Background: an optimization exercise with open tools, aiming at small area. Do not read the settings as production practice.
The RTL was checked by simulation tests, not by an equivalence proof against the original design.

## v6
// main
module main
#(parameter div = 16)
( input rst, input clk,
  input [3:0] row,
  output [3:0] col,
  output rw_out, output rs_out, output e_out, output [7:0] db_out,
  output [6:0] leds
);
Settings: LEC_CHECK=0, CAP_MARGIN=20, CORE_MARGIN=2, CORE_UTILIZATION=70, SLEW_MARGIN=20; clock period 20.0 ns.
standard.sh (not shown) runs the stock make flow with config.mk's settings and CLKGATE_MAP_FILE= SYNTH_SCRIPT=/design/flow/synth_recipe.tcl, a recipe that flattens the netlist after the stock synthesis.
==> flow/flow/run.sh <==
#!/bin/bash
# Layout flow: the standard synthesis with an area-oriented ABC mapping
# script in place of ORFS's delay-oriented one (flow/synth.tcl), then the standard flow's
# standard layout for every later step, with these changes:
#  - port buffers are the smallest buffer (every port still gets one);
#  - one tie cell drives all constant outputs;
#  - the clock tree uses mid-size buffers and no dummy loads (every register
#    is still clocked through the tree, insertion delay balanced by CTS).
# The standard synthesis is run first as a reference: if the registers of
# the area-oriented synthesis (instance names and cell types) differ from
# it in any way, the standard synthesis is used instead.
# Each tool's output goes to a log file here.
set -euo pipefail
W=$PWD
R=$W/orfs/results/${FLOW_PLATFORM}/main/base
export MY_ABC_SCRIPT=$W/flow/area.abc
export FLOW_SYNTH_TCL=$W/synth_recipe.tcl
CTS="$(cat $W/flow/cts_args)"

regs() { grep -E '^ *sky130_fd_sc_hd__(df|edf|sdf|dl)[a-z]*_[0-9]+ ' "$1" | awk '{print $1, $2}' | sort; }

bash standard.sh synth > $W/flow_synth_std.log 2>&1
cp $R/1_2_yosys.v $W/std_1_2_yosys.v
rm -f $R/1_2_yosys.v $R/1_2_yosys.sdc $R/1_synth.odb $R/1_synth.sdc
bash standard.sh SYNTH_SCRIPT=$W/flow/synth.tcl synth > $W/flow_synth.log 2>&1
if ! diff <(regs $W/std_1_2_yosys.v) <(regs $R/1_2_yosys.v) > $W/flow_regs_diff.log 2>&1; then
	echo "registers differ from the standard synthesis; using it" >> $W/flow_regs_diff.log
	rm -f $R/1_2_yosys.v $R/1_2_yosys.sdc $R/1_synth.odb $R/1_synth.sdc
	bash standard.sh synth > $W/flow_synth_fallback.log 2>&1
fi
bash standard.sh SKIP_REPAIR_TIE_FANOUT=1 "BUFFER_PORTS_ARGS=-buffer_cell sky130_fd_sc_hd__buf_1" "CTS_ARGS=$CTS" > $W/flow_layout.log 2>&1
Other scripts of this flow, unchanged in this note and not shown: flow/flow/area.abc, flow/flow/cts_args, flow/flow/synth.tcl
Setup changes, v6 to v7
-- flow/design.v --
<<< v6, line 43
	end
reg [4:0] K;
wire rowv = (row == 4'b0111) | (row == 4'b1011) | (row == 4'b1101) | (row == 4'b1110);
wire [1:0] rowi = {~row[1] | ~row[0], ~row[2] | ~row[0]};
always @(posedge clk, posedge rst)
	if (rst)
		K <= 5'd0;
	else if (ktick) begin
		case (pc)
		4'd7: K <= {rowv, 2'b00, rowi};
		4'd15: if (rowv) K <= {3'b100, rowi};
		4'd13: if (rowv) K <= {3'b101, rowi};
		4'd11: if (rowv) K <= {3'b110, rowi};
		4'd9: if (rowv) K <= {3'b111, rowi};
		default: ;
		endcase
>>> v7, line 43
	end
reg [4:0] K;
reg [2:0] Q;
wire rowv = (row == 4'b0111) | (row == 4'b1011) | (row == 4'b1101) | (row == 4'b1110);
wire [1:0] rowi = {~row[1] | ~row[0], ~row[2] | ~row[0]};
always @(posedge clk, posedge rst)
	if (rst) begin
		K <= 5'd0;
		Q <= 3'd0;
	end else if (ktick) begin
		case (pc)
		4'd15, 4'd7: if (rowv) Q <= {1'b1, rowi};
		4'd13: K <= rowv ? {3'b101, rowi} : {Q[2], 2'b00, Q[1:0]};
		4'd11: if (rowv) K <= {3'b110, rowi};
		4'd9: if (rowv) K <= {3'b111, rowi};
		4'd8: Q <= 3'd0;
		default: ;
		endcase
<<< v6, line 118
		2'd1:
			if (comp && key_none) ST <= 2'd2;
		2'd2: begin
			ST <= 2'd0;
			ST_L <= 3'd0;
		end
		endcase
	end
>>> v7, line 120
		2'd1:
			if (comp && key_none) ST <= 2'd2;
		2'd2:
			if (key_none) begin
				ST <= 2'd0;
				ST_L <= 3'd0;
			end
		endcase
	end
<<< v6, line 135
wire b5 = (wb == 3'd5);
wire rot = pend & b1;
wire rot_sw = rot;
wire swap = obl & (b2 | b5) | rot_sw;    
wire halfy = obl & (b1 | b3);            
>>> v7, line 138
wire b5 = (wb == 3'd5);
wire rot = pend & b1;
wire rot_wr = rot & key_digit;
wire rot_sw = rot & ~key_digit;
wire swap = obl & (b2 | b5) | rot_sw;    
wire halfy = obl & (b1 | b3);            
<<< v6, line 181
	ge5 = d[3] | d[2] & (d[1] | d[0]);
endfunction
wire xtop = swap ? Y[0] : r;
wire selR = swap | calc;
wire wr = ktick & (ST == 2'd0) & p9 & key_digit;
wire [3:0] wrd = {4{wr}} & {index == 2'd0, index == 2'd1, index == 2'd2, index == 2'd3};
wire [15:0] wrm = {{4{wrd[3]}}, {4{wrd[2]}}, {4{wrd[1]}}, {4{wrd[0]}}};
wire selH = ~selR & ~dd;
wire ytop = swap ? X[0] : (obl & b3) ? 1'b0 : Y[0];
>>> v7, line 185
	ge5 = d[3] | d[2] & (d[1] | d[0]);
endfunction
wire [1:0] q = {index[1] ^ index[0], index[0]};
wire ins = (k[3:2] == q) ? kval[k[1:0]] : X[0];
wire xtop = swap ? Y[0] : calc ? r : ins;
wire selR = swap | calc | rot_wr;
wire selH = ~selR & ~dd;
wire ytop = swap ? X[0] : (obl & b3) ? 1'b0 : Y[0];
<<< v6, line 197
		Y <= 16'd0;
	end else begin
		X <= ({16{selR}} & {xtop, X[15:1]}) | ({16{dd}} & {X[14:0], 1'b0}) | ({16{selH}} & ~wrm & X) | (wrm & {4{kval}});
		Y <= dd ? Yl : Yr;
	end
>>> v7, line 200
		Y <= 16'd0;
	end else begin
		X <= ({16{selR}} & {xtop, X[15:1]}) | ({16{dd}} & {X[14:0], 1'b0}) | ({16{selH}} & X);
		Y <= dd ? Yl : Yr;
	end
<<< v6, line 206
		pend <= 1'b0;
	else if (ktick)
		pend <= (ST == 2'd0) & p9 & (key_A | (~key_none & ~key_digit & ST_L[0]));
reg [1:0] g;
reg [2:0] s;
>>> v7, line 209
		pend <= 1'b0;
	else if (ktick)
		pend <= (ST == 2'd0) & p9 & (key_digit | key_A | (~key_none & ST_L[0]));
reg [1:0] g;
reg [2:0] s;
- v7 has aggregate global-route resource usage below what v6 had.
- Between v7 and v6, the worst setup slack for register-to-register paths does not differ in any meaningful way.
- Worst setup timing slack at the placement stage on v7 is up relative to v6.
- On v7: tightest slew margin relative to the limit is 6.4 points lower than what v6 gave.
- v7: total number of vias 78 below v6
- or4_1 as the slowest cell on the critical path was reported by v6, and dfrtp_1 by v7.
- Per the comparison of v7 with v6, overall die area shows an increase of 110 µm², number of nets in the layout saw an increase, minimum clock period after layout now sits lower.
- Comparing v6 and v7, the higher final worst-path setup slack is on v7.
- Summary: with v6 as the reference, total clock sinks in v7 moved up by a few percent.
- Looking at utilization, v7 sits 0.32 points higher than v6 does.

-- separate check: timing with driven ports --
How much do the figures lean on ideal ports? The routed layouts below were timed once more, with nothing changed but the port constraints.
Step 1: set_driving_cell puts a clkbuf_16 on clk and a buf_2 on each other input, an assumption about the parent block.
Step 2 also shifts input and output timing later by t, the mid clock arrival at the registers, as if the neighbouring blocks saw the same clock.
Slacks: ideal / step 1 / step 2; pairs: ideal / step 1.
run | t (ns) | setup slack, ns | clock arrival spread, ns | worst register clock-pin slew, ns | worst slew at a driven data input, ns
v6 | 0.452 | 13.320 / 13.291 / 13.743 | 0.035 / 0.035 | 0.12 / 0.12 | 0.03
v7 | 0.436 | 13.470 / 13.440 / 13.877 | 0.020 / 0.019 | 0.11 / 0.11 | 0.03
After both steps every run listed still meets setup and hold.
